What follows belongs to an exercise in optimizing a design on an open flow for small area; a production flow would make more cautious choices. RTL that was checked went through simulation tests only; none was proved equivalent to the original. The RTL of run 1 was laid out without a check of its function. Power and IR drop assume default switching activity.

===== flow/run.sh =====
#!/bin/bash
# synth_recipe.tcl (not shown) runs the flow's synth.tcl, then flattens the netlist and writes it again
# the make line also repeats each setting of config.mk as NAME=value (left out here)
make -C /OpenROAD-flow-scripts/flow DESIGN_CONFIG=/design/flow/config.mk WORK_HOME=/design/flow/orfs CLKGATE_MAP_FILE= SYNTH_SCRIPT=/design/flow/synth_recipe.tcl finish

===== flow/design.v =====
`timescale 1ns/1ps
module sao_avg8 (
	input  wire [63:0] p,
	output wire [10:0] s
);
	wire s1;
	wire c2;
	assign s1 = p[0] ^ p[8] ^ p[16];
	assign c2 = (p[0] & p[8]) | (p[0] & p[16]) | (p[8] & p[16]);
	wire s3;
	wire c4;
	assign s3 = p[1] ^ p[9] ^ p[17];
	assign c4 = (p[1] & p[9]) | (p[1] & p[17]) | (p[9] & p[17]);
	wire s5;
	wire c6;
	assign s5 = p[25] ^ p[33];
	assign c6 = p[25] & p[33];
	wire s7;
	wire c8;
	assign s7 = p[2] ^ p[10] ^ p[18];
	assign c8 = (p[2] & p[10]) | (p[2] & p[18]) | (p[10] & p[18]);
	wire s9;
	wire c10;
	assign s9 = p[26] ^ p[34] ^ p[42];
	assign c10 = (p[26] & p[34]) | (p[26] & p[42]) | (p[34] & p[42]);
	wire s11;
	wire c12;
	assign s11 = p[50] ^ p[58];
	assign c12 = p[50] & p[58];
	wire s13;
	wire c14;
	assign s13 = p[3] ^ p[11] ^ p[19];
	assign c14 = (p[3] & p[11]) | (p[3] & p[19]) | (p[11] & p[19]);
	wire s15;
	wire c16;
	assign s15 = p[27] ^ p[35] ^ p[43];
	assign c16 = (p[27] & p[35]) | (p[27] & p[43]) | (p[35] & p[43]);
	wire s17;
	wire c18;
	assign s17 = p[51] ^ p[59];
	assign c18 = p[51] & p[59];
	wire s19;
	wire c20;
	assign s19 = p[4] ^ p[12] ^ p[20];
	assign c20 = (p[4] & p[12]) | (p[4] & p[20]) | (p[12] & p[20]);
	wire s21;
	wire c22;
	assign s21 = p[28] ^ p[36] ^ p[44];
	assign c22 = (p[28] & p[36]) | (p[28] & p[44]) | (p[36] & p[44]);
	wire s23;
	wire c24;
	assign s23 = p[52] ^ p[60];
	assign c24 = p[52] & p[60];
	wire s25;
	wire c26;
	assign s25 = p[5] ^ p[13] ^ p[21];
	assign c26 = (p[5] & p[13]) | (p[5] & p[21]) | (p[13] & p[21]);
	wire s27;
	wire c28;
	assign s27 = p[29] ^ p[37] ^ p[45];
	assign c28 = (p[29] & p[37]) | (p[29] & p[45]) | (p[37] & p[45]);
	wire s29;
	wire c30;
	assign s29 = p[53] ^ p[61];
	assign c30 = p[53] & p[61];
	wire s31;
	wire c32;
	assign s31 = p[6] ^ p[14] ^ p[22];
	assign c32 = (p[6] & p[14]) | (p[6] & p[22]) | (p[14] & p[22]);
	wire s33;
	wire c34;
	assign s33 = p[30] ^ p[38] ^ p[46];
	assign c34 = (p[30] & p[38]) | (p[30] & p[46]) | (p[38] & p[46]);
	wire s35;
	wire c36;
	assign s35 = p[54] ^ p[62];
	assign c36 = p[54] & p[62];
	wire s37;
	wire c38;
	assign s37 = p[7] ^ p[15] ^ p[23];
	assign c38 = (p[7] & p[15]) | (p[7] & p[23]) | (p[15] & p[23]);
	wire s39;
	wire c40;
	assign s39 = p[31] ^ p[39] ^ p[47];
	assign c40 = (p[31] & p[39]) | (p[31] & p[47]) | (p[39] & p[47]);
	wire s41;
	wire c42;
	assign s41 = p[55] ^ p[63];
	assign c42 = p[55] & p[63];
	wire s43;
	wire c44;
	assign s43 = p[24] ^ p[32] ^ p[40];
	assign c44 = (p[24] & p[32]) | (p[24] & p[40]) | (p[32] & p[40]);
	wire s45;
	wire c46;
	assign s45 = p[41] ^ p[49] ^ p[57];
	assign c46 = (p[41] & p[49]) | (p[41] & p[57]) | (p[49] & p[57]);
	wire s47;
	wire c48;
	assign s47 = c2 ^ s3;
	assign c48 = c2 & s3;
	wire s49;
	wire c50;
	assign s49 = 1'b1 ^ c4 ^ c6;
	assign c50 = (1'b1 & c4) | (1'b1 & c6) | (c4 & c6);
	wire s51;
	wire c52;
	assign s51 = s7 ^ s9 ^ s11;
	assign c52 = (s7 & s9) | (s7 & s11) | (s9 & s11);
	wire s53;
	wire c54;
	assign s53 = c8 ^ c10 ^ c12;
	assign c54 = (c8 & c10) | (c8 & c12) | (c10 & c12);
	wire s55;
	wire c56;
	assign s55 = s13 ^ s15 ^ s17;
	assign c56 = (s13 & s15) | (s13 & s17) | (s15 & s17);
	wire s57;
	wire c58;
	assign s57 = c14 ^ c16 ^ c18;
	assign c58 = (c14 & c16) | (c14 & c18) | (c16 & c18);
	wire s59;
	wire c60;
	assign s59 = s19 ^ s21 ^ s23;
	assign c60 = (s19 & s21) | (s19 & s23) | (s21 & s23);
	wire s61;
	wire c62;
	assign s61 = c20 ^ c22 ^ c24;
	assign c62 = (c20 & c22) | (c20 & c24) | (c22 & c24);
	wire s63;
	wire c64;
	assign s63 = s25 ^ s27 ^ s29;
	assign c64 = (s25 & s27) | (s25 & s29) | (s27 & s29);
	wire s65;
	wire c66;
	assign s65 = c26 ^ c28 ^ c30;
	assign c66 = (c26 & c28) | (c26 & c30) | (c28 & c30);
	wire s67;
	wire c68;
	assign s67 = s31 ^ s33 ^ s35;
	assign c68 = (s31 & s33) | (s31 & s35) | (s33 & s35);
	wire s69;
	wire c70;
	assign s69 = c32 ^ c34 ^ c36;
	assign c70 = (c32 & c34) | (c32 & c36) | (c34 & c36);
	wire s71;
	wire c72;
	assign s71 = s37 ^ s39 ^ s41;
	assign c72 = (s37 & s39) | (s37 & s41) | (s39 & s41);
	wire s73;
	wire c74;
	assign s73 = c38 ^ c40;
	assign c74 = c38 & c40;
	wire s75;
	wire c76;
	assign s75 = p[48] ^ p[56];
	assign c76 = p[48] & p[56];
	wire s77;
	wire c78;
	assign s77 = s5 ^ c44 ^ s45;
	assign c78 = (s5 & c44) | (s5 & s45) | (c44 & s45);
	wire s79;
	wire c80;
	assign s79 = c46 ^ c48 ^ s49;
	assign c80 = (c46 & c48) | (c46 & s49) | (c48 & s49);
	wire s81;
	wire c82;
	assign s81 = c50 ^ c52 ^ s53;
	assign c82 = (c50 & c52) | (c50 & s53) | (c52 & s53);
	wire s83;
	wire c84;
	assign s83 = c54 ^ c56 ^ s57;
	assign c84 = (c54 & c56) | (c54 & s57) | (c56 & s57);
	wire s85;
	wire c86;
	assign s85 = c58 ^ c60 ^ s61;
	assign c86 = (c58 & c60) | (c58 & s61) | (c60 & s61);
	wire s87;
	wire c88;
	assign s87 = c62 ^ c64 ^ s65;
	assign c88 = (c62 & c64) | (c62 & s65) | (c64 & s65);
	wire s89;
	wire c90;
	assign s89 = c66 ^ c68 ^ s69;
	assign c90 = (c66 & c68) | (c66 & s69) | (c68 & s69);
	wire s91;
	wire c92;
	assign s91 = c42 ^ c70 ^ c72;
	assign c92 = (c42 & c70) | (c42 & c72) | (c70 & c72);
	wire s93;
	wire c94;
	assign s93 = s1 ^ s43;
	assign c94 = s1 & s43;
	wire s95;
	wire c96;
	assign s95 = s47 ^ c76 ^ s77;
	assign c96 = (s47 & c76) | (s47 & s77) | (c76 & s77);
	wire s97;
	wire c98;
	assign s97 = s51 ^ c78 ^ s79;
	assign c98 = (s51 & c78) | (s51 & s79) | (c78 & s79);
	wire s99;
	wire c100;
	assign s99 = s55 ^ c80 ^ s81;
	assign c100 = (s55 & c80) | (s55 & s81) | (c80 & s81);
	wire s101;
	wire c102;
	assign s101 = s59 ^ c82 ^ s83;
	assign c102 = (s59 & c82) | (s59 & s83) | (c82 & s83);
	wire s103;
	wire c104;
	assign s103 = s63 ^ c84 ^ s85;
	assign c104 = (s63 & c84) | (s63 & s85) | (c84 & s85);
	wire s105;
	wire c106;
	assign s105 = s67 ^ c86 ^ s87;
	assign c106 = (s67 & c86) | (s67 & s87) | (c86 & s87);
	wire s107;
	wire c108;
	assign s107 = s71 ^ c88 ^ s89;
	assign c108 = (s71 & c88) | (s71 & s89) | (c88 & s89);
	wire s109;
	wire c110;
	assign s109 = s73 ^ c90 ^ s91;
	assign c110 = (s73 & c90) | (s73 & s91) | (c90 & s91);
	wire s111;
	wire c112;
	assign s111 = c74 ^ c92;
	assign c112 = c74 & c92;
	wire s113;
	wire c114;
	assign s113 = s75 ^ s93;
	assign c114 = s75 & s93;
	assign s[0] = s113;
	wire s115;
	wire c116;
	assign s115 = c94 ^ s95 ^ c114;
	assign c116 = (c94 & s95) | (c94 & c114) | (s95 & c114);
	assign s[1] = s115;
	wire s117;
	wire c118;
	assign s117 = c96 ^ s97 ^ c116;
	assign c118 = (c96 & s97) | (c96 & c116) | (s97 & c116);
	assign s[2] = s117;
	wire s119;
	wire c120;
	assign s119 = c98 ^ s99 ^ c118;
	assign c120 = (c98 & s99) | (c98 & c118) | (s99 & c118);
	assign s[3] = s119;
	wire s121;
	wire c122;
	assign s121 = c100 ^ s101 ^ c120;
	assign c122 = (c100 & s101) | (c100 & c120) | (s101 & c120);
	assign s[4] = s121;
	wire s123;
	wire c124;
	assign s123 = c102 ^ s103 ^ c122;
	assign c124 = (c102 & s103) | (c102 & c122) | (s103 & c122);
	assign s[5] = s123;
	wire s125;
	wire c126;
	assign s125 = c104 ^ s105 ^ c124;
	assign c126 = (c104 & s105) | (c104 & c124) | (s105 & c124);
	assign s[6] = s125;
	wire s127;
	wire c128;
	assign s127 = c106 ^ s107 ^ c126;
	assign c128 = (c106 & s107) | (c106 & c126) | (s107 & c126);
	assign s[7] = s127;
	wire s129;
	wire c130;
	assign s129 = c108 ^ s109 ^ c128;
	assign c130 = (c108 & s109) | (c108 & c128) | (s109 & c128);
	assign s[8] = s129;
	wire s131;
	wire c132;
	assign s131 = c110 ^ s111 ^ c130;
	assign c132 = (c110 & s111) | (c110 & c130) | (s111 & c130);
	assign s[9] = s131;
	wire s133;
	wire c134;
	assign s133 = c112 ^ c132;
	assign c134 = c112 & c132;
	assign s[10] = s133;
endmodule
`timescale 1ns/1ps
module sao_stat_top (
	input  wire          clk,
	input  wire          arst_n,
	input  wire          rst_n,
	input  wire          en_i,
	input  wire          en_o,
	input  wire [8:0]    ctu_x,
	input  wire [8:0]    ctu_y,
	input  wire [63:0]   n_org_m,
	input  wire [191:0]  rec_in,
	output wire [223:0]  sum_eo,
	output wire [159:0]  num_eo,
	output wire [111:0]  sum_bo,
	output wire [79:0]   num_bo,
	output wire          wait_forPre,
	output wire [1:0]    cIdx,
	output wire [9:0]    cnt_st
);
	genvar i, t, c;
	reg        st;           
	reg [1:0]  cidx;
	reg [9:0]  cnt;
	reg [4:0]  xc, yc;
	reg        not_end;
	reg        ne_pre;
	wire luma     = (cidx == 2'd0);
	wire wfp      = luma ? (cnt < 10'd35) : (cnt < 10'd30);
	wire bo_pre   = luma ? (cnt < 10'd32) : (cnt < 10'd16);
	wire cnt_last = luma ? (cnt == 10'd904) : (cnt == 10'd239);
	wire refresh  = st && (cnt == 10'd22);
	wire [4:0] xlen = luma ? 5'd28 : 5'd13;
	wire [4:0] ylen = luma ? 5'd29 : 5'd14;
	assign wait_forPre = wfp;
	assign cIdx = cidx;
	assign cnt_st = cnt;
	always @(posedge clk or negedge arst_n)
		if (!arst_n) begin
			st <= 1'b0; cidx <= 2'd0; cnt <= 10'd0; xc <= 5'd0; yc <= 5'd0;
			not_end <= 1'b1; ne_pre <= 1'b1;
		end else if (!rst_n) begin
			st <= 1'b0; cidx <= 2'd0; cnt <= 10'd0; xc <= 5'd0; yc <= 5'd0;
			not_end <= 1'b1; ne_pre <= 1'b1;
		end else if (en_o) begin
			st <= en_i;
			if (st) begin
				cnt <= cnt_last ? 10'd0 : cnt + 10'd1;
				if (xc < xlen && !wfp)
					xc <= xc + 5'd1;
				else begin
					xc <= 5'd0;
					yc <= (yc < ylen && !wfp) ? yc + 5'd1 : 5'd0;
				end
			end
			if (luma && cnt == 10'd904)
				cidx <= 2'd1;
			else if (cidx == 2'd1 && cnt == 10'd239)
				cidx <= 2'd2;
			else if (cidx == 2'd2 && cnt == 10'd239)
				cidx <= 2'd0;
			not_end <= !st || !cnt_last;
			ne_pre <= luma ? (cnt != 10'd31) : (cnt != 10'd15);
		end
	wire lft = (xc == 5'd0) && (ctu_x == 9'd0);
	wire abv = (yc == 5'd0) && (ctu_y == 9'd0);
	wire [39:0] dif0;
	wire [95:0] eo0;
	wire [39:0] bnd0;
	wire [63:0] recm;
	sao_front u_front (.rec_in(rec_in), .n_org_m(n_org_m), .lft(lft), .abv(abv),
		.dif(dif0), .eo(eo0), .bnd(bnd0), .recm(recm));
	reg        iscol_, isacc_, iscol, isacc;
	reg [7:0]  avg1, avg2;
	reg [12:0] bsum;
	reg [4:0]  cand0, cand1, cand2;
	reg [1:0]  cir;
	wire [10:0] psum;
	sao_avg8 u_avg (.p(recm), .s(psum));
	wire [12:0] bsum16 = bsum + 13'd16;
	wire [12:0] bsum8 = bsum + 13'd8;
	wire [4:0] cand = (cir == 2'd0) ? cand0 : (cir == 2'd1) ? cand1 : cand2;
	always @(posedge clk)
		if (en_o) begin
			avg1 <= psum[10:3];
			avg2 <= avg1;
		end
	always @(posedge clk or negedge arst_n)
		if (!arst_n) begin
			{iscol_, isacc_, iscol, isacc} <= 4'd0;
			bsum <= 13'd0; cand0 <= 5'd0; cand1 <= 5'd0; cand2 <= 5'd0; cir <= 2'd0;
		end else if (!rst_n) begin
			{iscol_, isacc_, iscol, isacc} <= 4'd0;
			bsum <= 13'd0; cand0 <= 5'd0; cand1 <= 5'd0; cand2 <= 5'd0; cir <= 2'd0;
		end else if (en_o) begin
			iscol_ <= st && !ne_pre;
			isacc_ <= st && bo_pre;
			iscol <= iscol_;
			isacc <= isacc_;
			cir <= cidx;
			if (isacc)
				bsum <= bsum + {5'd0, avg2};
			else if (iscol) begin
				bsum <= 13'd0;
				if (cidx == 2'd0)
					cand0 <= bsum16[12:8];
				else if (cidx == 2'd1)
					cand1 <= bsum8[11:7];
				else
					cand2 <= bsum8[11:7];
			end
		end
	reg c1, c2, c3, w1, w2, w3;
	always @(posedge clk or negedge arst_n)
		if (!arst_n)
			{c1, c2, c3, w1, w2, w3} <= 6'd0;
		else if (!rst_n)
			{c1, c2, c3, w1, w2, w3} <= 6'd0;
		else if (en_o) begin
			c1 <= not_end && !wfp;
			w1 <= st;
			c2 <= c1; w2 <= w1;
			c3 <= c2; w3 <= w2;
		end
	reg [39:0] d1, d2;           
	reg [95:0] e1, e2;           
	reg [39:0] b1, b2;           
	reg [4:0]  k1, k2;           
	reg [7:0]  z3;               
	reg [23:0] s3;               
	wire [7:0]  zn;
	wire [23:0] sn;
	generate
		for (i = 0; i < 8; i = i + 1) begin : g_slot
			wire [6:0] rel = {2'd0, b2[5*i +: 5]} + 7'd3 - {2'd0, k2};
			assign zn[i] = (k2 >= 5'd3) && (rel[6:3] == 4'd0);
			assign sn[3*i +: 3] = rel[2:0];
		end
	endgenerate
	always @(posedge clk)
		if (en_o) begin
			d1 <= dif0; d2 <= d1;
			e1 <= eo0; e2 <= e1;
			b1 <= bnd0; b2 <= b1;
			k1 <= cand; k2 <= k1;
			z3 <= zn; s3 <= sn;
		end
	reg  [56:0] tsum;
	wire [56:0] tnew;
	sao_tsum u_tsum (.b(b2), .d(d2), .t(tnew));
	always @(posedge clk)
		if (en_o && w2)
			tsum <= tnew;
	wire clr = !rst_n || (en_o && refresh);
	wire ge = en_o && c3 && w3;
	wire gb = en_o && c3;
	wire [23:0] pr;
	generate
		for (i = 0; i < 4; i = i + 1) begin : g_pair
			assign pr[6*i +: 6] = {d2[10*i+4], d2[10*i +: 5]} + {d2[10*i+9], d2[10*i+5 +: 5]};
		end
		for (t = 0; t < 4; t = t + 1) begin : g_eo
			for (c = 0; c < 4; c = c + 1) begin : g_cat
				wire [7:0] sn;
				wire [3:0] nn;
				reg  [7:0] s3e;
				reg  [3:0] n3e;
				sao_eo_csum #(.CAT(c + 1)) u_sum (.codes(e2[24*t +: 24]), .d(d2), .p(pr), .s(sn), .n(nn));
				always @(posedge clk)
					if (en_o) begin
						s3e <= sn;
						n3e <= nn;
					end
				sao_acc u_acc (
					.clk(clk), .arst_n(arst_n), .clr(clr), .g_in(ge), .s(s3e), .n(n3e),
					.acc_s(sum_eo[14*(t*4+c) +: 14]), .acc_n(num_eo[10*(t*4+c) +: 10]));
			end
		end
		for (c = 0; c < 8; c = c + 1) begin : g_bo
			wire [7:0] sb;
			wire [3:0] nb;
			sao_bo_ssum #(.SLOT(c)) u_sum (.z(z3), .slots(s3), .t(tsum), .s(sb), .n(nb));
			sao_acc u_acc (
				.clk(clk), .arst_n(arst_n), .clr(clr), .g_in(gb), .s(sb), .n(nb),
				.acc_s(sum_bo[14*c +: 14]), .acc_n(num_bo[10*c +: 10]));
		end
	endgenerate
endmodule
module sao_front (
	input  wire [191:0] rec_in,
	input  wire [63:0]  n_org_m,
	input  wire         lft,
	input  wire         abv,
	output wire [39:0]  dif,
	output wire [95:0]  eo,
	output wire [39:0]  bnd,
	output wire [63:0]  recm
);
	genvar i, j;
	function [7:0] px;
		input [191:0] w;
		input integer r, cc;
		px = w[8*(r*6+cc) +: 8];
	endfunction
	function [1:0] sgn;
		input [7:0] a, b;
		integer k;
		reg g, l;
		begin
			g = 1'b0; l = 1'b0;
			for (k = 0; k < 8; k = k + 1) begin
				g = (a[k] & ~b[k]) | ((a[k] | ~b[k]) & g);
				l = (~a[k] & b[k]) | ((~a[k] | b[k]) & l);
			end
			sgn = {l, g | l};
		end
	endfunction
	function [1:0] neg;
		input [1:0] s;
		neg = ~s + 2'd1;
	endfunction
	function [2:0] ecat;
		input [1:0] sl, sr;
		reg signed [2:0] s;
		begin
			s = $signed({sl[1], sl}) + $signed({sr[1], sr});
			case (s)
				-3'sd2: ecat = 3'd1;
				-3'sd1: ecat = 3'd2;
				 3'sd1: ecat = 3'd3;
				 3'sd2: ecat = 3'd4;
				default: ecat = 3'd0;
			endcase
		end
	endfunction
	generate
		for (i = 0; i < 8; i = i + 1) begin : g_px
			wire [7:0] r = px(rec_in, 1 + ((i >> 1) & 1), 1 + (i & 1) + 2 * ((i >> 2) & 1));
			wire [8:0] du = {1'b0, n_org_m[8*i +: 8]} - {1'b0, r};
			wire hi = !du[8] && (du[7:4] != 4'b0000);
			wire lo = du[8] && !(du[7:4] == 4'b1111 && du[3:0] != 4'b0000);
			assign dif[5*i +: 5] = lo ? 5'b10001 : hi ? 5'b01111 : du[4:0];
			assign bnd[5*i +: 5] = r[7:3];
			assign recm[8*i +: 8] = r;
		end
	endgenerate
	wire [1:0] h [0:3][0:4];
	wire [1:0] v [0:2][0:5];
	wire [1:0] dg [0:2][0:4];
	wire [1:0] ad [0:2][0:4];
	generate
		for (i = 0; i < 4; i = i + 1) begin : g_cr
			for (j = 0; j < 6; j = j + 1) begin : g_cc
				if (i >= 1 && i <= 2 && j <= 4) begin : g_h
					assign h[i][j] = sgn(px(rec_in, i, j), px(rec_in, i, j + 1));
				end
				if (i <= 2 && j >= 1 && j <= 4) begin : g_v
					assign v[i][j] = sgn(px(rec_in, i, j), px(rec_in, i + 1, j));
				end
				if (i <= 2 && j <= 4) begin : g_d
					assign dg[i][j] = sgn(px(rec_in, i, j), px(rec_in, i + 1, j + 1));
					assign ad[i][j] = sgn(px(rec_in, i, j + 1), px(rec_in, i + 1, j));
				end
			end
		end
	endgenerate
	generate
		for (i = 0; i < 8; i = i + 1) begin : g_ec
			localparam integer R = 1 + ((i >> 1) & 1);
			localparam integer C = 1 + (i & 1) + 2 * ((i >> 2) & 1);
			wire [2:0] c0 = ecat(neg(h[R][C-1]), h[R][C]);
			wire [2:0] c1 = ecat(neg(v[R-1][C]), v[R][C]);
			wire [2:0] c2 = ecat(neg(dg[R-1][C-1]), dg[R][C]);
			wire [2:0] c3 = ecat(ad[R][C-1], neg(ad[R-1][C]));
			wire m0 = lft && (i == 0 || i == 2);
			wire m1 = abv && (i == 0 || i == 1 || i == 4 || i == 5);
			wire m2 = m0 || m1;
			assign eo[3*i +: 3]      = m0 ? 3'd0 : c0;
			assign eo[24 + 3*i +: 3] = m1 ? 3'd0 : c1;
			assign eo[48 + 3*i +: 3] = m2 ? 3'd0 : c2;
			assign eo[72 + 3*i +: 3] = m2 ? 3'd0 : c3;
		end
	endgenerate
endmodule
module sao_tsum (
	input  wire [39:0] b,
	input  wire [39:0] d,
	output wire [56:0] t
);
	genvar i, j;
	wire [7:0] tt [0:7];
	generate
		for (i = 0; i < 8; i = i + 1) begin : g_t
			localparam integer HI = (i < 4) ? 3 : 7;
			wire [6:0] term [0:3];
			for (j = 0; j < 4; j = j + 1) begin : g_tt
				localparam integer J = (HI - 3) + j;
				if (J < i) begin : g_z
					assign term[j] = 7'd0;
				end else if (J == i) begin : g_s
					assign term[j] = {{2{d[5*J+4]}}, d[5*J +: 5]};
				end else begin : g_o
					assign term[j] = (b[5*J +: 5] == b[5*i +: 5]) ? {{2{d[5*J+4]}}, d[5*J +: 5]} : 7'd0;
				end
			end
			wire [6:0] in_grp = (term[0] + term[1]) + (term[2] + term[3]);
			if (i >= 4) begin : g_hi
				assign tt[i] = {in_grp[6], in_grp};
			end else begin : g_lo
				wire [7:0] up = (b[5*i +: 5] == b[20 +: 5]) ? tt[4] :
				                (b[5*i +: 5] == b[25 +: 5]) ? tt[5] :
				                (b[5*i +: 5] == b[30 +: 5]) ? tt[6] :
				                (b[5*i +: 5] == b[35 +: 5]) ? tt[7] : 8'd0;
				assign tt[i] = {in_grp[6], in_grp} + up;
			end
		end
	endgenerate
	assign t = {tt[7][4:0], tt[6][5:0], tt[5][6:0], tt[4][6:0], tt[3], tt[2], tt[1], tt[0]};
endmodule
module sao_eo_csum #(parameter CAT = 1) (
	input  wire [23:0] codes,
	input  wire [39:0] d,
	input  wire [23:0] p,
	output wire [7:0]  s,
	output wire [3:0]  n
);
	function [6:0] add6s;
		input [5:0] x, y;
		integer k;
		reg c;
		reg [6:0] xx, yy;
		begin
			xx = {x[5], x}; yy = {y[5], y}; c = 1'b0;
			for (k = 0; k < 7; k = k + 1) begin
				add6s[k] = xx[k] ^ yy[k] ^ c;
				c = (xx[k] & yy[k]) | (xx[k] & c) | (yy[k] & c);
			end
		end
	endfunction
	function [7:0] add7s;
		input [6:0] x, y;
		integer k;
		reg c;
		reg [7:0] xx, yy;
		begin
			xx = {x[6], x}; yy = {y[6], y}; c = 1'b0;
			for (k = 0; k < 8; k = k + 1) begin
				add7s[k] = xx[k] ^ yy[k] ^ c;
				c = (xx[k] & yy[k]) | (xx[k] & c) | (yy[k] & c);
			end
		end
	endfunction
	genvar i;
	wire [7:0] on;
	wire [5:0] r [0:3];
	generate
		for (i = 0; i < 8; i = i + 1) begin : g_on
			assign on[i] = (codes[3*i +: 3] == CAT);
		end
		for (i = 0; i < 4; i = i + 1) begin : g_pr
			wire a = on[2*i];
			wire b = on[2*i+1];
			wire [5:0] da = {d[10*i+4], d[10*i +: 5]};
			wire [5:0] db = {d[10*i+9], d[10*i+5 +: 5]};
			assign r[i] = ({6{a & b}} & p[6*i +: 6]) | ({6{a & ~b}} & da) | ({6{~a & b}} & db);
		end
	endgenerate
	assign s = add7s(add6s(r[0], r[1]), add6s(r[2], r[3]));
	assign n = ((on[0] + on[1]) + (on[2] + on[3])) + ((on[4] + on[5]) + (on[6] + on[7]));
endmodule
module sao_acc (
	input  wire        clk,
	input  wire        arst_n,
	input  wire        clr,
	input  wire        g_in,
	input  wire [7:0]  s,
	input  wire [3:0]  n,
	output reg  [13:0] acc_s,
	output reg  [9:0]  acc_n
);
	function [8:0] rca8;
		input [7:0] x, y;
		integer k;
		reg c;
		begin
			c = 1'b0;
			for (k = 0; k < 8; k = k + 1) begin
				rca8[k] = x[k] ^ y[k] ^ c;
				c = (x[k] & y[k]) | (x[k] & c) | (y[k] & c);
			end
			rca8[8] = c;
		end
	endfunction
	function [4:0] rca4;
		input [3:0] x, y;
		integer k;
		reg c;
		begin
			c = 1'b0;
			for (k = 0; k < 4; k = k + 1) begin
				rca4[k] = x[k] ^ y[k] ^ c;
				c = (x[k] & y[k]) | (x[k] & c) | (y[k] & c);
			end
			rca4[4] = c;
		end
	endfunction
	wire g = g_in && (acc_n[9:2] != 8'hff);
	wire [7:0] sg = g ? s : 8'd0;
	wire [3:0] ng = g ? n : 4'd0;
	wire [8:0] lo_s = rca8(acc_s[7:0], sg);
	wire inc = lo_s[8] & ~sg[7];
	wire dec = ~lo_s[8] & sg[7];
	wire [5:0] all1, all0;
	assign all1[0] = 1'b1;
	assign all0[0] = 1'b1;
	genvar b;
	generate
		for (b = 1; b < 6; b = b + 1) begin : g_ch
			assign all1[b] = all1[b-1] & acc_s[7+b];
			assign all0[b] = all0[b-1] & ~acc_s[7+b];
		end
	endgenerate
	wire [5:0] hi_s = acc_s[13:8] ^ (({6{inc}} & all1) | ({6{dec}} & all0));
	wire [4:0] lo_n = rca4(acc_n[3:0], ng);
	wire [5:0] hn_p = acc_n[9:4] + 6'd1;
	wire [5:0] hi_n = lo_n[4] ? hn_p : acc_n[9:4];
	always @(posedge clk or negedge arst_n)
		if (!arst_n) begin
			acc_s <= 14'd0; acc_n <= 10'd0;
		end else if (clr) begin
			acc_s <= 14'd0; acc_n <= 10'd0;
		end else begin
			acc_s <= {hi_s, lo_s[7:0]};
			acc_n <= {hi_n, lo_n[3:0]};
		end
endmodule
module sao_bo_ssum #(parameter SLOT = 0) (
	input  wire [7:0]  z,
	input  wire [23:0] slots,
	input  wire [56:0] t,
	output wire [7:0]  s,
	output wire [3:0]  n
);
	wire [7:0] tv [0:7];
	assign tv[0] = t[7:0];
	assign tv[1] = t[15:8];
	assign tv[2] = t[23:16];
	assign tv[3] = t[31:24];
	assign tv[4] = {t[38], t[38:32]};
	assign tv[5] = {t[45], t[45:39]};
	assign tv[6] = {{2{t[51]}}, t[51:46]};
	assign tv[7] = {{3{t[56]}}, t[56:52]};
	genvar i;
	wire [7:0] hit;
	wire [7:0] first;
	wire [3:0] hn [0:7];
	wire [7:0] sel [0:7];
	generate
		for (i = 0; i < 8; i = i + 1) begin : g_h
			assign hit[i] = z[i] && (slots[3*i +: 3] == SLOT);
			if (i == 0) begin : g_f0
				assign first[i] = hit[i];
			end else begin : g_fi
				assign first[i] = hit[i] && !(|hit[i-1:0]);
			end
			assign hn[i] = {3'd0, hit[i]};
			assign sel[i] = first[i] ? tv[i] : 8'd0;
		end
	endgenerate
	assign s = (sel[0] | sel[1] | sel[2] | sel[3]) | (sel[4] | sel[5] | sel[6] | sel[7]);
	assign n = ((hn[0] + hn[1]) + (hn[2] + hn[3])) + ((hn[4] + hn[5]) + (hn[6] + hn[7]));
endmodule

===== flow/constraint.sdc =====
create_clock -name core_clock -period 6.5 [get_ports {clk}]
set_input_delay 1.3000 -clock core_clock [delete_from_list [all_inputs] [get_ports {clk}]]
set_output_delay 1.3000 -clock core_clock [all_outputs]
set_load 0.01 [all_outputs]

===== flow/config.mk =====
export PLATFORM = sky130hd
export DESIGN_NAME = sao_stat_top
export DESIGN_NICKNAME = sao_stat_top
export VERILOG_FILES = /design/flow/design.v
export SDC_FILE = /design/flow/constraint.sdc
export NUM_CORES = 4
export LEC_CHECK = 0
export CAP_MARGIN = 20
export CORE_MARGIN = 2
export CORE_UTILIZATION = 40
export CTS_BUF_LIST = sky130_fd_sc_hd__clkbuf_4 sky130_fd_sc_hd__clkbuf_8
export SLEW_MARGIN = 20

==> results.txt, run 1 <==
# TYPE chip_impl_metric gauge
chip_impl_metric{name="dp_hpwl",unit="mm"} 302
chip_impl_metric{name="leakage",unit="nW"} 52.5
chip_impl_metric{name="rrSetupSlack",unit="ps"} 390
chip_impl_info{name="crit_type",value="in2reg"} 1
chip_impl_metric{name="placement.io_buffers",unit=""} 867
chip_impl_metric{name="die_outline_width",unit="um"} 509
chip_impl_info{name="synth.top_cells.by_area",value="edfxtp_1, dfrtp_1, fa_1"} 1
chip_impl_info{name="cts_root_buffer_type",value="clkbuf_8"} 1
chip_impl_metric{name="synth_top_area_share",unit="%"} 19.4
chip_impl_metric{name="clock_latency",unit="ps"} 1050
chip_impl_metric{name="cts.clk_slew.worst_paths",unit="ps"} 60
chip_impl_metric{name="die-area",unit="um^2"} 260000
chip_impl_metric{name="maxSlewViolCount",unit=""} 0
chip_impl_metric{name="initial_core_util",unit="%"} 40.2
chip_impl_metric{name="cts-buffers-inserted",unit=""} 223
chip_impl_info{name="setup_repair_after_global_routing_missed_its_margin",value="no"} 1
chip_impl_metric{name="power_switching",unit="mW"} 8.91
chip_impl_metric{name="power_density",unit="nW/um^2"} 211
chip_impl_metric{name="drc",unit=""} 0
chip_impl_metric{name="ctsLongestPathBuffers",unit=""} 3
chip_impl_info{name="outcome",value="finished clean"} 1
chip_impl_metric{name="drt_pass1_iterations",unit=""} 17
chip_impl_info{name="synth_flop_cell",value="edfxtp_1"} 1
chip_impl_metric{name="nNetsFinal",unit=""} 12800
chip_impl_metric{name="ir_drop",unit="mV"} 0.150
chip_impl_metric{name="routability_congestion_estimate",unit=""} 0.980
chip_impl_info{name="post-synth-top-area-cell",value="edfxtp_1"} 1
chip_impl_metric{name="first_global_vias",unit=""} 81100
chip_impl_metric{name="totalWireLength",unit="mm"} 395
chip_impl_metric{name="grt_antenna_before_repair",unit=""} 43
chip_impl_metric{name="synth-seq-area-share",unit="%"} 35.1
chip_impl_metric{name="grt_pass1_wl",unit="mm"} 566
chip_impl_metric{name="worst_slew_pin_slew",unit="ps"} 1180
chip_impl_metric{name="internal_power",unit="mW"} 16.6
chip_impl_metric{name="syn_avg_cell_area",unit="um^2"} 10.3
chip_impl_metric{name="flow.area_growth_from_synthesis",unit="%"} 18.4
chip_impl_metric{name="synth_net_count",unit=""} 11800
chip_impl_info{name="critical_path.startpoint_type",value="primary input"} 1
chip_impl_info{name="regToRegStartpoint",value="s3[1]"} 1
chip_impl_metric{name="drt-initial-drc-count",unit=""} 10900
chip_impl_metric{name="max_cap_viol_count",unit=""} 0
chip_impl_metric{name="maxSlewHeadroom",unit="%"} 21.0
chip_impl_metric{name="row_count",unit=""} 185
chip_impl_metric{name="core_region_area",unit="um^2"} 254000
chip_impl_metric{name="drive_above_1_share",unit="%"} 7.53
chip_impl_metric{name="yosys.cell_types.count",unit=""} 91
chip_impl_info{name="cts_tree",value="built"} 1
chip_impl_metric{name="share_comb_of_total_power",unit="%"} 29.1
chip_impl_info{name="crit_start",value="rec_in[81]"} 1
chip_impl_metric{name="power_switching_share",unit="%"} 34.9
chip_impl_metric{name="die_height",unit="um"} 509
chip_impl_metric{name="ctsHtreeMaxLevel",unit=""} 4
chip_impl_info{name="worst_setup_path_endpoint",value="avg1[7]"} 1
chip_impl_info{name="hold_path_class",value="in2async"} 1
chip_impl_metric{name="setup_viol_count_final",unit=""} 0
chip_impl_metric{name="clock_sink_count",unit=""} 1300
chip_impl_metric{name="final_antenna_net_count",unit=""} 0
chip_impl_metric{name="layout_min_cycle_time",unit="ps"} 6270
chip_impl_metric{name="fmax",unit="MHz"} 159
chip_impl_metric{name="synth_async_sr_flop_share",unit="%"} 49.3
chip_impl_metric{name="synth-edff-count",unit=""} 659
chip_impl_metric{name="synth_seq_cells",unit=""} 1300
chip_impl_metric{name="cp.arrival",unit="ps"} 7050
chip_impl_metric{name="netlist_area",unit="um^2"} 102000
chip_impl_metric{name="netlist_instances",unit=""} 9970
chip_impl_metric{name="final.period_utilization",unit="%"} 96.5
chip_impl_metric{name="timing.final.hold_violations",unit=""} 0
chip_impl_metric{name="cts-hold-fix-buffers",unit=""} 0
chip_impl_metric{name="path_max_fanout",unit=""} 2
chip_impl_metric{name="clock_power_share",unit="%"} 30.7
chip_impl_metric{name="post_drt_wl_per_cell",unit="um"} 27.2
chip_impl_metric{name="power.share.sequential",unit="%"} 40.1
chip_impl_metric{name="grt.overflow.total",unit=""} 0
chip_impl_metric{name="finalClockSkew",unit="ps"} 89.3
chip_impl_metric{name="final_core_util",unit="%"} 47.6
chip_impl_metric{name="critPathRequiredTime",unit="ps"} 7280
chip_impl_metric{name="fillers",unit=""} 23600
chip_impl_metric{name="grt_start_max_net_pins",unit=""} 163
chip_impl_metric{name="postCtsSetupBuffers",unit=""} 0
chip_impl_metric{name="io_pins",unit=""} 868
chip_impl_metric{name="grt_util_all_layers",unit="%"} 29.8
chip_impl_metric{name="worst-r2r-cell-count",unit=""} 23
chip_impl_metric{name="yosys_warnings",unit=""} 16
chip_impl_info{name="r2r-end",value="g_bo[1].u_acc.acc_s[13]"} 1
chip_impl_metric{name="post_drt_via_cell_ratio",unit=""} 5.69
chip_impl_metric{name="via_count",unit=""} 82700
chip_impl_info{name="cp-end-kind",value="flop"} 1
chip_impl_metric{name="p_total",unit="mW"} 25.6
## power groups by stage
stage / Combinational [mW] / Sequential [mW] / Clock (mW)
floorplan: 4.10 / 10.1 / 0
finish: 7.44 / 10.3 / 7.85
detailed placement: 7.28 / 10.4 / 0
global route: 8.02 / 10.3 / 8.45
CTS: 7.32 / 10.2 / 8.11
global placement: 7.14 / 10.4 / 0
## worst max-delay path, stage by stage
cell	delay (ps)
clkdlybuf4s50_1	400
buf_4	160
fa_1	520
fa_1	550
fa_1	420
maj3_1	360
maj3_1	380
fa_1	410
fa_1	410
fa_1	460
fa_2	370
fa_2	360
fa_2	350
fa_1	400
xor2_1	180
## flip-flops by register name, indices dropped and copies added, names as in the netlist, 10 cells and up
register	count
g_eo.g_cat.u_acc.acc_s	224
g_eo.g_cat.u_acc.acc_n	160
g_eo.g_cat.s3e	128
g_bo.u_acc.acc_s	112
e1	96
e2	96
g_bo.u_acc.acc_n	80
g_eo.g_cat.n3e	64
tsum	57
b1	40
b2	40
d1	40
d2	40
s3	24
bsum	13
cnt	10
## worst min-delay path by stage
stage          slack, ps       to  startpoint
3_5_place_dp         400    b2[5]       b1[5]
3_3_place_gp         400   b2[29]      b1[29]
6_report             180   cnt[6]      arst_n
5_1_grt              170   cnt[6]      arst_n
4_1_cts              130   cnt[8]      arst_n
2_1_floorplan        400  avg2[0]     avg1[0]
## cell usage after synthesis (24+ instances only)
cell / instances
nand3b_1: 44
nor2_1: 837
a22oi_1: 84
nand4_1: 98
or3_1: 54
o221ai_1: 24
mux2i_1: 120
nand2b_1: 151
a222oi_1: 350
a221oi_1: 29
o22ai_1: 38
xnor2_1: 297
dfrtp_1: 639
and2_1: 356
nor3b_1: 40
nor2b_1: 124
ha_1: 807
and3_1: 36
nand2_1: 577
inv_1: 1314
o21a_1: 59
a21oi_1: 363
or3b_2: 40
mux2_2: 27
o31a_1: 28
a21o_1: 49
nand3_1: 166
xor2_1: 277
nor3_1: 97
buf_1: 79
buf_2: 42
clkbuf_1: 302
a22o_1: 98
edfxtp_1: 659
o31ai_1: 31
o21bai_1: 28
nor4_1: 37
maj3_1: 151
fa_1: 767
o21ai_0: 261
a31oi_1: 78
## logic make-up after synthesis
kind of cell | synth area share [%]
compound gates | 12.0
xor+xnor | 4.92
fa+ha+maj | 26.6
buf+inv | 6.54
flops | 35.1
mux | 1.47
simple gates | 13.4
## placed cells by master, fill, tap and decap left out, types with 49 or more instances in the layout
cell / n
a21o_1: 49
a21oi_1: 363
a222oi_1: 350
a22o_1: 98
a22oi_1: 84
a31oi_1: 78
and2_1: 355
buf_4: 315
clkbuf_8: 242
clkdlybuf4s50_1: 865
clkinv_1: 72
dfrtp_1: 639
edfxtp_1: 659
fa_1: 762
ha_1: 806
inv_1: 1314
maj3_1: 151
mux2i_1: 120
nand2_1: 576
nand2b_1: 151
nand3_1: 166
nand4_1: 98
nor2_1: 837
nor2b_1: 124
nor3_1: 94
o21a_1: 59
o21ai_0: 261
or3_1: 54
xnor2_1: 289
xor2_1: 277
## metal layers
layer  vias to the layer above  routed length (um)  global-route usage [%]
met4                        34               18400                    12.2
met1                     40900              172000                    42.5
li1                      36400                   -                       -
met3                       901               40100                    6.99
met5                         -                 228                       0
met2                      4361              164000                    43.6
## through the flow
stage | instance area (um^2) | worst slack (ps) | std cells | setup TNS [ps] | hold WS [ps]
final | 121000 | 225 | 14500 | 0 | 178
after global routing | 121000 | 39.8 | 14500 | 0 | 175
after CTS | 121000 | 333 | 14500 | 0 | 131
after detailed placement | 116000 | -795 | 14100 | -3180 | 405
after global placement | 116000 | -760 | 14100 | -1790 | 401
after floorplan | 102000 | -41.5 | 9970 | -41.5 | 400
## final cells by class
class | instances | area, um^2 | area share, %
clock buffers | 285 | 3650 | 3.02
diodes | 17 | 42.5 | 0.0352
clock inverters | 132 | 1070 | 0.885
repair buffers | 1191 | 11200 | 9.29
inverters | 1342 | 5040 | 4.17
well taps | 3366 | 4210 | 3.48
multi-input cells | 6904 | 59900 | 49.5
flip-flops and latches | 1300 | 35800 | 29.6
## repair_timing
action / 4_1_cts / 5_1_grt
setup endpoints to repair: 0 / 4
hold endpoints to repair: 0 / 0
resized for setup: 0 / 2
==> run 2: changes to the inputs <==
--- a/flow/design.v
+++ b/flow/design.v
@@ -496,31 +496,41 @@
 				g = (a[k] & ~b[k]) | ((a[k] | ~b[k]) & g);
 				l = (~a[k] & b[k]) | ((~a[k] | b[k]) & l);
 			end
-			sgn = {l, g | l};
+			sgn = {l, g};
+		end
+	endfunction
+	function [8:0] sub9;
+		input [7:0] a, b;
+		integer k;
+		reg c;
+		begin
+			c = 1'b1;
+			for (k = 0; k < 8; k = k + 1) begin
+				sub9[k] = a[k] ^ ~b[k] ^ c;
+				c = (a[k] & ~b[k]) | (a[k] & c) | (~b[k] & c);
+			end
+			sub9[8] = ~c;
 		end
 	endfunction
 	function [1:0] neg;
 		input [1:0] s;
-		neg = ~s + 2'd1;
+		neg = {s[0], s[1]};
 	endfunction
 	function [2:0] ecat;
 		input [1:0] sl, sr;
-		reg signed [2:0] s;
+		reg gl, ll, gr, lr, el, er;
 		begin
-			s = $signed({sl[1], sl}) + $signed({sr[1], sr});
-			case (s)
-				-3'sd2: ecat = 3'd1;
-				-3'sd1: ecat = 3'd2;
-				 3'sd1: ecat = 3'd3;
-				 3'sd2: ecat = 3'd4;
-				default: ecat = 3'd0;
-			endcase
+			gl = sl[0]; ll = sl[1]; gr = sr[0]; lr = sr[1];
+			el = ~gl & ~ll; er = ~gr & ~lr;
+			ecat[0] = ~((el & er) | (gl & lr) | (ll & gr));
+			ecat[1] = (ll & lr) | (gl & gr);
+			ecat[2] = (gl & ~lr) | (el & gr);
 		end
 	endfunction
 	generate
 		for (i = 0; i < 8; i = i + 1) begin : g_px
 			wire [7:0] r = px(rec_in, 1 + ((i >> 1) & 1), 1 + (i & 1) + 2 * ((i >> 2) & 1));
-			wire [8:0] du = {1'b0, n_org_m[8*i +: 8]} - {1'b0, r};
+			wire [8:0] du = sub9(n_org_m[8*i +: 8], r);
 			wire hi = !du[8] && (du[7:4] != 4'b0000);
 			wire lo = du[8] && !(du[7:4] == 4'b1111 && du[3:0] != 4'b0000);
 			assign dif[5*i +: 5] = lo ? 5'b10001 : hi ? 5'b01111 : du[4:0];
@@ -559,10 +569,10 @@
 			wire m0 = lft && (i == 0 || i == 2);
 			wire m1 = abv && (i == 0 || i == 1 || i == 4 || i == 5);
 			wire m2 = m0 || m1;
-			assign eo[3*i +: 3]      = m0 ? 3'd0 : c0;
-			assign eo[24 + 3*i +: 3] = m1 ? 3'd0 : c1;
-			assign eo[48 + 3*i +: 3] = m2 ? 3'd0 : c2;
-			assign eo[72 + 3*i +: 3] = m2 ? 3'd0 : c3;
+			assign eo[3*i +: 3]      = {c0[2:1], c0[0] & ~m0};
+			assign eo[24 + 3*i +: 3] = {c1[2:1], c1[0] & ~m1};
+			assign eo[48 + 3*i +: 3] = {c2[2:1], c2[0] & ~m2};
+			assign eo[72 + 3*i +: 3] = {c3[2:1], c3[0] & ~m2};
 		end
 	endgenerate
 endmodule
@@ -639,7 +649,7 @@
 	wire [5:0] r [0:3];
 	generate
 		for (i = 0; i < 8; i = i + 1) begin : g_on
-			assign on[i] = (codes[3*i +: 3] == CAT);
+			assign on[i] = codes[3*i] && (codes[3*i+2] == (CAT >= 3)) && (codes[3*i+1] == (CAT == 1 || CAT == 4));
 		end
 		for (i = 0; i < 4; i = i + 1) begin : g_pr
 			wire a = on[2*i];
==> run 2 against run 1 <==
Effect of this change:
- sequential cell count did not move
- highest routed layer unchanged
- critical endpoint unchanged
- clock skew fell by 9.0 ps
- maximum frequency fell by 1.8%
- combinational power is 13% lower
- cell count down 2.9%
- non-clock buffer count up 18
- design area shrank 2.5%
==> results.txt, run 2 <==
# TYPE chip_impl_metric gauge
chip_impl_info{name="regMostFlops",value="g_eo.g_cat.u_acc.acc_s"} 1
chip_impl_info{name="setup_repair_after_global_routing_missed_its_margin",value="no"} 1
chip_impl_info{name="worst_setup_path_endpoint",value="avg1[7]"} 1
chip_impl_metric{name="post_drt_wl_per_cell",unit="um"} 27.4
chip_impl_info{name="cts_root_buffer_type",value="clkbuf_8"} 1
chip_impl_info{name="regToRegStartpoint",value="s3[8]"} 1
chip_impl_metric{name="worst_hold_slack",unit="ps"} 389
chip_impl_metric{name="grt_pass1_wl",unit="mm"} 551
chip_impl_metric{name="row_count",unit=""} 182
chip_impl_metric{name="cp.arrival",unit="ps"} 7150
chip_impl_metric{name="die_height",unit="um"} 502
chip_impl_metric{name="postCtsSetupBuffers",unit=""} 0
chip_impl_metric{name="final.period_utilization",unit="%"} 98.3
chip_impl_metric{name="synth-edff-count",unit=""} 659
chip_impl_metric{name="first_global_vias",unit=""} 78600
chip_impl_metric{name="core_region_area",unit="um^2"} 246000
chip_impl_info{name="cp-end-kind",value="flop"} 1
chip_impl_metric{name="finalClockSkew",unit="ps"} 80.3
chip_impl_metric{name="drive_above_1_share",unit="%"} 8.19
chip_impl_metric{name="grt_antenna_before_repair",unit=""} 23
chip_impl_metric{name="dpl_cell_area",unit="um^2"} 113000
chip_impl_metric{name="routability_congestion_estimate",unit=""} 0.997
chip_impl_metric{name="synth_top_area_share",unit="%"} 20.0
chip_impl_metric{name="fillers",unit=""} 22600
chip_impl_metric{name="ctsLongestPathBuffers",unit=""} 3
chip_impl_metric{name="worst-r2r-cell-count",unit=""} 23
chip_impl_metric{name="power_density",unit="nW/um^2"} 210
chip_impl_metric{name="drc",unit=""} 0
chip_impl_metric{name="critical_path.max_stage_delay",unit="ps"} 650
chip_impl_metric{name="leakage",unit="nW"} 51.2
chip_impl_info{name="mostFrequentLayoutCells",value="inv_1, clkdlybuf4s50_1, nor2_1, fa_1, ha_1"} 1
chip_impl_info{name="synth.top_cells.by_area",value="edfxtp_1, dfrtp_1, fa_1"} 1
chip_impl_metric{name="die_outline_width",unit="um"} 502
chip_impl_metric{name="nNetsFinal",unit=""} 12300
chip_impl_info{name="crit_path_top_delay_cell",value="fa_1"} 1
chip_impl_metric{name="cp.buffers_inverters",unit=""} 1
chip_impl_info{name="final_common_cell",value="inv_1"} 1
chip_impl_metric{name="placement.io_buffers",unit=""} 867
chip_impl_metric{name="yosys_warnings",unit=""} 16
chip_impl_metric{name="setup_tns",unit="ps"} 0
chip_impl_info{name="synth_flop_cell",value="edfxtp_1"} 1
chip_impl_metric{name="timing.final.hold_violations",unit=""} 0
chip_impl_metric{name="io_pins",unit=""} 868
chip_impl_metric{name="grt.overflow.total",unit=""} 0
chip_impl_info{name="r2r-end",value="g_bo[6].u_acc.acc_s[13]"} 1
chip_impl_info{name="crit_type",value="in2reg"} 1
chip_impl_metric{name="number_of_flip_flops_in_the_largest_register",unit=""} 224
chip_impl_metric{name="path_max_fanout",unit=""} 2
chip_impl_metric{name="initial_core_util",unit="%"} 40.3
chip_impl_metric{name="post_drt_via_cell_ratio",unit=""} 5.69
chip_impl_info{name="top_regs",value="g_eo.g_cat.u_acc.acc_s x224, g_eo.g_cat.u_acc.acc_n x160, g_eo.g_cat.s3e x128"} 1
chip_impl_metric{name="synth_net_count",unit=""} 11300
chip_impl_metric{name="flow.area_growth_from_synthesis",unit="%"} 19.0
chip_impl_info{name="post-synth-top-area-cell",value="edfxtp_1"} 1
chip_impl_info{name="yosys.cell_count.top_type",value="inv_1"} 1
chip_impl_metric{name="detailroute.wirelength.met3",unit="mm"} 39.4
chip_impl_metric{name="critPathRequiredTime",unit="ps"} 7260
chip_impl_info{name="outcome",value="finished clean"} 1
chip_impl_metric{name="clock_sink_count",unit=""} 1300
chip_impl_info{name="synth_commonest_cells",value="inv_1, nor2_1, fa_1, ha_1, edfxtp_1"} 1
chip_impl_metric{name="fmax",unit="MHz"} 156
chip_impl_metric{name="netlist_instances",unit=""} 9582
chip_impl_metric{name="cts.clk_slew.worst_paths",unit="ps"} 60
chip_impl_metric{name="path_depth",unit=""} 14
chip_impl_metric{name="grt_start_max_net_pins",unit=""} 147
chip_impl_metric{name="maxSlewViolCount",unit=""} 0
chip_impl_metric{name="final_antenna_net_count",unit=""} 0
chip_impl_metric{name="die-area",unit="um^2"} 252000
chip_impl_metric{name="dp_hpwl",unit="mm"} 299
chip_impl_metric{name="synth_seq_cells",unit=""} 1300
chip_impl_info{name="crit_start",value="rec_in[81]"} 1
chip_impl_metric{name="netlist_area",unit="um^2"} 99100
chip_impl_metric{name="syn_avg_cell_area",unit="um^2"} 10.3
chip_impl_metric{name="layout_min_cycle_time",unit="ps"} 6390
chip_impl_metric{name="finish.instance_area",unit="um^2"} 118000
chip_impl_metric{name="via_count",unit=""} 80300
chip_impl_metric{name="yosys.cell_types.count",unit=""} 103
chip_impl_metric{name="worst_slew_pin_slew",unit="ps"} 1210
chip_impl_metric{name="synth_async_sr_flop_share",unit="%"} 49.3
chip_impl_metric{name="wl_met2",unit="mm"} 163
chip_impl_info{name="crit_top_cell",value="fa_1"} 1
chip_impl_info{name="critical_path.startpoint_type",value="primary input"} 1
chip_impl_metric{name="drt-initial-drc-count",unit=""} 10800
chip_impl_metric{name="maxSlewHeadroom",unit="%"} 19.6
chip_impl_metric{name="grt_util_all_layers",unit="%"} 30.1
chip_impl_metric{name="cts-hold-fix-buffers",unit=""} 0
chip_impl_metric{name="totalWireLength",unit="mm"} 387
chip_impl_metric{name="clock_latency",unit="ps"} 1020
chip_impl_metric{name="synth-seq-area-share",unit="%"} 36.1
chip_impl_info{name="cp_cell_sequence",value="clkdlybuf4s50_1 > fa_1 > fa_1 > fa_1 > maj3_1 > maj3_1 > fa_1 > fa_1 > fa_1 > fa_1 > fa_1 > fa_2 > fa_1 > xor2_1"} 1
chip_impl_info{name="hold_path_class",value="in2async"} 1
chip_impl_metric{name="rrSetupSlack",unit="ps"} 290
chip_impl_metric{name="ir_drop",unit="mV"} 0.224
chip_impl_info{name="cts_tree",value="built"} 1
chip_impl_metric{name="p_total",unit="mW"} 24.8
chip_impl_info{name="worst_path_dominant_cell_family",value="adder cells"} 1
chip_impl_metric{name="setup_viol_count_final",unit=""} 0
chip_impl_metric{name="ctsHtreeMaxLevel",unit=""} 4
chip_impl_metric{name="drt-met1-wl",unit="mm"} 166
chip_impl_info{name="highest-signal-layer",value="met5"} 1
chip_impl_metric{name="drt_pass1_iterations",unit=""} 15
chip_impl_metric{name="max_cap_viol_count",unit=""} 0
chip_impl_metric{name="cts-buffers-inserted",unit=""} 221
==> run 2: changes by cell type after synthesis, sizes merged, moves of 28 or more <==
cell / before / now
ha: 807 / 719
inv: 1323 / 1263
nor2: 837 / 780
xor2: 277 / 222
buf: 121 / 168
clkbuf: 303 / 256
nand3: 166 / 211
and2: 357 / 315
o21a: 59 / 22
maj3: 169 / 135
a21oi: 363 / 335
mux2i: 120 / 92
==> run 2: where the power goes <==
part	internal (mW)	total, mW	switching, mW
Clock	4.61	8.20	3.59
Sequential	9.64	10.0	0.402
Combinational	2.24	6.51	4.27
==> run 2: through the flow <==
| step | setup slack (ps) | instances | util, % |
|---|---|---|---|
| 2_1_floorplan | 6.29 | 9582 | - |
| 3_3_place_gp | -932 | 13700 | 45.9 |
| 3_5_place_dp | -920 | 13700 | 45.9 |
| 4_1_cts | 236 | 14100 | 47.9 |
| 5_1_grt | 14.9 | 14100 | 47.9 |
| 6_report | 110 | 14100 | 47.9 |
==> run 2: worst min-delay path by stage <==
stage / from / to / cells after the start
floorplan: avg1[0] / avg2[0] / 0
global placement: b1[9] / b2[9] / 0
detailed placement: b1[18] / b2[18] / 0
CTS: arst_n / g_eo[1].g_cat[2].u_acc.acc_n[0] / 1
global route: arst_n / g_eo[1].g_cat[2].u_acc.acc_n[0] / 1
finish: arst_n / g_eo[1].g_cat[2].u_acc.acc_s[0] / 1
==> run 2: area by class of cell <==
class                   instances  area [um^2]  share of cell area, %
multi-input cells            6579        56800                   48.2
flip-flops and latches       1300        35800                   30.4
repair buffers               1209        11400                   9.63
inverters                    1279         4810                   4.07
well taps                    3312         4140                   3.51
clock buffers                 317         3960                   3.35
clock inverters               100         1020                  0.864
diodes                         14         35.0                 0.0297
==> run 2: repair_timing <==
| action | in CTS | in global routing |
|---|---|---|
| endpoints found under the hold margin | 0 | 0 |
| gates resized for setup | 0 | 5 |
| endpoints found under the setup margin | 0 | 5 |
==> run 2: cells by family (layout without fill, tap and decap cells) <==
kind of cell,Yosys count,in the layout,synth area share (%)
simple gates,2656,2656,13.2
other cells,0,14,0
buf+inv,1703,2905,6.61
mux,127,127,1.33
compound gates,1686,1686,12.5
flops,1300,1300,36.1
xor+xnor,497,497,4.39
fa+ha+maj,1613,1613,25.8
==> run 2: layer usage <==
layer / track usage (%) / vias up
met5: 0 / -
met4: 12.6 / 22
met3: 6.91 / 833
met2: 44.1 / 4183
met1: 42.5 / 39900
li1: - / 35400
==> run 2: worst reg2reg max path: cells and delay by family (launching register included) <==
kind,cells,cell delay [ps]
fa+ha+maj,10,3230
simple gates,6,1230
compound gates,4,790
flops,1,530
xor+xnor,1,160
buf+inv,2,140
==> run 3: changes to the inputs <==
==> flow/flow/run.sh (new file) <==
#!/bin/bash
# The standard layout, with a plain buf_1 as each port's buffer.
set -euo pipefail
export BUFFER_PORTS_ARGS="-buffer_cell sky130_fd_sc_hd__buf_1"
bash standard.sh finish > standard_flow.log 2>&1
==> flow/standard.sh (new file) <==
#!/bin/bash
# synth_recipe.tcl (not shown) runs the flow's synth.tcl, then flattens the netlist and writes it again
# the make line also repeats each setting of config.mk as NAME=value (left out here)
make -C /OpenROAD-flow-scripts/flow DESIGN_CONFIG=/design/flow/config.mk WORK_HOME=/design/flow/orfs CLKGATE_MAP_FILE= SYNTH_SCRIPT=/design/flow/synth_recipe.tcl "${@:-finish}"
removed: flow/run.sh
==> run 3 against run 2 <==
Effect of this change:
- still clean
- synthesized cell count is the same
- clock skew shrank 18 ps
- sequential share of layout area grew 1.6 points
- combinational power shrank 3%
- die area is the same
- critical path depth grew 9
- largest power group unchanged
==> results.txt, run 3 <==
# TYPE chip_impl_metric gauge
chip_impl_info{name="outcome",value="finished clean"} 1
chip_impl_info{name="top_regs",value="g_eo.g_cat.u_acc.acc_s x224, g_eo.g_cat.u_acc.acc_n x160, g_eo.g_cat.s3e x128"} 1
chip_impl_info{name="crit_top_cell",value="fa_1"} 1
chip_impl_metric{name="critical_path.max_stage_delay",unit="ps"} 540
chip_impl_metric{name="clock_sink_count",unit=""} 1300
chip_impl_metric{name="internal_power",unit="mW"} 16.0
chip_impl_metric{name="rrSetupSlack",unit="ps"} 390
chip_impl_info{name="critical_path.startpoint_type",value="flop"} 1
chip_impl_metric{name="grt.overflow.total",unit=""} 0
chip_impl_metric{name="synth-edff-count",unit=""} 659
chip_impl_metric{name="synth-seq-area-share",unit="%"} 36.1
chip_impl_info{name="regMostFlops",value="g_eo.g_cat.u_acc.acc_s"} 1
chip_impl_info{name="crit_path_top_delay_cell",value="edfxtp_1"} 1
chip_impl_metric{name="timing.final.hold_violations",unit=""} 0
chip_impl_metric{name="clock_power_share",unit="%"} 32.1
chip_impl_metric{name="core_region_area",unit="um^2"} 246000
chip_impl_metric{name="leakage",unit="nW"} 48.9
chip_impl_info{name="synth_flop_cell",value="edfxtp_1"} 1
chip_impl_info{name="cts_root_buffer_type",value="clkbuf_8"} 1
chip_impl_metric{name="placed_cell_count",unit=""} 13600
chip_impl_metric{name="worst-r2r-cell-count",unit=""} 23
chip_impl_info{name="whs_endpoint",value="e2[92]"} 1
chip_impl_info{name="yosys.cell_count.top_type",value="inv_1"} 1
chip_impl_metric{name="ctsLongestPathBuffers",unit=""} 3
chip_impl_metric{name="netlist_area",unit="um^2"} 99100
chip_impl_metric{name="syn_avg_cell_area",unit="um^2"} 10.3
chip_impl_metric{name="power_switching",unit="mW"} 8.23
chip_impl_metric{name="grt_util_all_layers",unit="%"} 29.6
chip_impl_metric{name="totalWireLength",unit="mm"} 381
chip_impl_info{name="hold_path_class",value="reg2reg"} 1
chip_impl_info{name="cp-end-kind",value="flop"} 1
chip_impl_metric{name="via_count",unit=""} 80700
chip_impl_metric{name="maxSlewHeadroom",unit="%"} 16.2
chip_impl_info{name="regToRegStartpoint",value="s3[8]"} 1
chip_impl_metric{name="synth_net_count",unit=""} 11300
chip_impl_metric{name="final_antenna_net_count",unit=""} 0
chip_impl_metric{name="max_cap_viol_count",unit=""} 0
chip_impl_metric{name="fmax",unit="MHz"} 164
chip_impl_metric{name="drc",unit=""} 0
chip_impl_info{name="r2r-end",value="g_bo[3].u_acc.acc_s[13]"} 1
chip_impl_metric{name="finalClockSkew",unit="ps"} 62.7
chip_impl_metric{name="maxSlewViolCount",unit=""} 0
chip_impl_metric{name="row_count",unit=""} 182
chip_impl_metric{name="final.period_utilization",unit="%"} 94.0
chip_impl_metric{name="setup_tns",unit="ps"} 0
chip_impl_metric{name="power_density",unit="nW/um^2"} 216
chip_impl_metric{name="grt_start_max_net_pins",unit=""} 188
chip_impl_info{name="synth.top_cells.by_area",value="edfxtp_1, dfrtp_1, fa_1"} 1
chip_impl_metric{name="grt_antenna_before_repair",unit=""} 59
chip_impl_metric{name="first_global_vias",unit=""} 78700
chip_impl_metric{name="clock_latency",unit="ps"} 1020
chip_impl_metric{name="drive_above_1_share",unit="%"} 7.86
chip_impl_metric{name="finish.instance_area",unit="um^2"} 112000
chip_impl_metric{name="yosys.cell_types.count",unit=""} 103
chip_impl_metric{name="worst_slew_pin_slew",unit="ps"} 1260
chip_impl_metric{name="cts-buffers-inserted",unit=""} 221
chip_impl_metric{name="flow.area_growth_from_synthesis",unit="%"} 13.1
chip_impl_metric{name="fillers",unit=""} 23400
chip_impl_metric{name="drt-initial-drc-count",unit=""} 11400
chip_impl_metric{name="synth_seq_cells",unit=""} 1300
chip_impl_info{name="timing.hold.worst.start",value="e1[92]"} 1
chip_impl_metric{name="final_cell_count_no_fill",unit=""} 14100
chip_impl_metric{name="cts.clk_slew.worst_paths",unit="ps"} 80
chip_impl_info{name="final_common_cell",value="inv_1"} 1
chip_impl_metric{name="die-area",unit="um^2"} 252000
chip_impl_metric{name="cp.arrival",unit="ps"} 6950
chip_impl_metric{name="post_drt_via_cell_ratio",unit=""} 5.73
chip_impl_metric{name="share_comb_of_total_power",unit="%"} 26.2
chip_impl_metric{name="nNetsFinal",unit=""} 12300
chip_impl_metric{name="power.share.sequential",unit="%"} 41.6
chip_impl_info{name="cp_cell_sequence",value="nand2b_1 > nor2_1 > inv_1 > ha_1 > nand2_1 > nor2_1 > a222oi_1 > a31oi_1 > ha_1 > fa_1 > fa_1 > inv_1 > fa_1 > fa_1 > fa_1 > fa_1 > fa_1 > inv_1 > ha_1 > nand4_1 > o21ai_0 > xnor2_1 > nor2_1"} 1
chip_impl_metric{name="synth_async_sr_flop_share",unit="%"} 49.3
chip_impl_metric{name="setup_viol_count_final",unit=""} 0
chip_impl_metric{name="number_of_flip_flops_in_the_largest_register",unit=""} 224
chip_impl_info{name="crit_type",value="reg2reg"} 1
chip_impl_metric{name="power_switching_share",unit="%"} 34.0
chip_impl_info{name="setup_repair_after_global_routing_missed_its_margin",value="no"} 1
chip_impl_metric{name="die_height",unit="um"} 502
chip_impl_metric{name="ctsHtreeMaxLevel",unit=""} 4
chip_impl_metric{name="hold_path_depth",unit=""} 0
chip_impl_metric{name="yosys_warnings",unit=""} 16
chip_impl_metric{name="path_max_fanout",unit=""} 9
chip_impl_metric{name="drt_pass1_iterations",unit=""} 13
chip_impl_metric{name="cts-hold-fix-buffers",unit=""} 0
chip_impl_metric{name="critPathRequiredTime",unit="ps"} 7340
chip_impl_metric{name="initial_core_util",unit="%"} 40.3
chip_impl_metric{name="dp_hpwl",unit="mm"} 290
chip_impl_metric{name="postCtsSetupBuffers",unit=""} 0
chip_impl_info{name="mostFrequentLayoutCells",value="inv_1, buf_1, nor2_1, fa_1, ha_1"} 1
chip_impl_info{name="cts_tree",value="built"} 1
chip_impl_metric{name="routability_congestion_estimate",unit=""} 1.00
chip_impl_metric{name="post_drt_wl_per_cell",unit="um"} 27.0
chip_impl_info{name="synth_commonest_cells",value="inv_1, nor2_1, fa_1, ha_1, edfxtp_1"} 1
chip_impl_metric{name="dpl_cell_area",unit="um^2"} 107000
chip_impl_metric{name="ir_drop",unit="mV"} 0.207
chip_impl_metric{name="synth_top_area_share",unit="%"} 20.0
chip_impl_metric{name="placement.io_buffers",unit=""} 867
chip_impl_metric{name="layout_min_cycle_time",unit="ps"} 6110
chip_impl_metric{name="io_pins",unit=""} 868
chip_impl_info{name="post-synth-top-area-cell",value="edfxtp_1"} 1
chip_impl_metric{name="die_outline_width",unit="um"} 502
chip_impl_metric{name="netlist_instances",unit=""} 9582
-- run 3: area by class of cell --
type                            instances  area [um^2]  share of cell area [%]
Clock buffer                          306         3860                    3.44
Clock inverter                        108          840                   0.749
Antenna cell                           15         37.5                  0.0335
Multi-Input combinational cell       6579        56800                    50.7
Tap cell                             3312         4140                    3.70
Sequential cell                      1300        35800                    32.0
Inverter                             1279         4810                    4.29
Timing Repair Buffer                 1181         5750                    5.13
-- run 3: worst max path at each step --
stage / from / endpoint / slack, ps / cells after the start
floorplan: rec_in[57] / avg1[7] / 6 / 16
global placement: rec_in[81] / avg1[7] / -500 / 14
detailed placement: rec_in[81] / avg1[7] / -570 / 14
CTS: s3[8] / g_bo[3].u_acc.acc_s[13] / 230 / 23
global route: z3[0] / g_bo[0].u_acc.acc_s[12] / 60 / 23
finish: s3[8] / g_bo[3].u_acc.acc_s[13] / 390 / 23
-- run 3: critical path: cells and delay by family, from the launching register on --
kind                       cells  cell delay [ps]
DFF                            1              540
and+or+nand+nor                6             1070
adders and majority gates     10             3200
AOI/OAI and AO/OA              3              760
xor gates and xnor gates       1              150
buffers and inverters          3              260
-- run 3: per-stage QoR --
stage / power (mW) / util (%) / hold WS, ps / setup slack (ps)
4_1_cts: 24.3 / 45.5 / 306 / 229
5_1_grt: 25.3 / 45.5 / 386 / 55.7
3_5_place_dp: 16.4 / 43.6 / 405 / -568
6_report: 24.2 / 45.5 / 402 / 391
2_1_floorplan: 13.4 / - / 400 / 6.29
3_3_place_gp: 16.3 / 43.6 / 402 / -497
-- run 3: cell families (layout without fill, tap and decap cells) --
kind of cell	count (synthesis)	count (layout)	share of synthesized area, %
AOI/OAI and AO/OA	1686	1686	12.5
xor gates and xnor gates	497	497	4.39
adders and majority gates	1613	1613	25.8
buffers and inverters	1703	2874	6.61
DFF	1300	1300	36.1
muxes	127	127	1.33
other	0	15	0
and+or+nand+nor	2656	2656	13.2
-- run 3: power by group through the flow --
stage	Clock [mW]	Sequential [mW]	Combinational (mW)
3_3_place_gp	0	10.2	6.07
5_1_grt	8.36	10.1	6.84
6_report	7.78	10.1	6.34
3_5_place_dp	0	10.2	6.19
2_1_floorplan	0	9.95	3.48
4_1_cts	8.00	10.1	6.23
-- run 3: layer usage --
layer | GRT usage [%] | wire length, um | up-vias
met1 | 41.6 | 163000 | 40100
met2 | 43.1 | 159000 | 4459
met3 | 7.91 | 41600 | 879
met4 | 11.8 | 17000 | 56
li1 | - | - | 35300
met5 | 0 | 356 | -

afterwards: timing with drivers on the ports:
In the flow no input, the clock included, has a driving cell. The finished layouts below were timed again as built, in two steps.
Step 1 sets driving cells, clkbuf_16 on the clock port and buf_2 on the other inputs (assumed; they add their load-dependent delay and slew).
Step 2 adds t to the input delays and takes it off the output delays; t is the mean of the earliest and latest rising clock arrival at the registers after step 1. Input paths then give back, and output paths get back, about the clock's delay inside the block.
a / b / c = ideal / step 1 / step 2; a / b = the first two.
run | shift t [ns] | setup WS [ns] | clock arrival spread, ns | slew at the worst register clock pin (ns) | pins driven straight from the clock port
run 1 | 1.085 | 0.225 / 0.288 / -0.796 | 0.093 / 0.093 | 0.09 / 0.09 | 1
run 2 | 1.072 | 0.110 / 0.181 / -0.891 | 0.080 / 0.080 | 0.08 / 0.08 | 1
run 3 | 1.076 | 0.391 / 0.391 / -0.545 | 0.066 / 0.066 | 0.08 / 0.08 | 1
Met with ideal ports but missed after step 2: setup timing in every run listed. The setup slack of run 1, which loses most, moves by +0.063 ns with the drivers and by -1.021 ns with both steps.
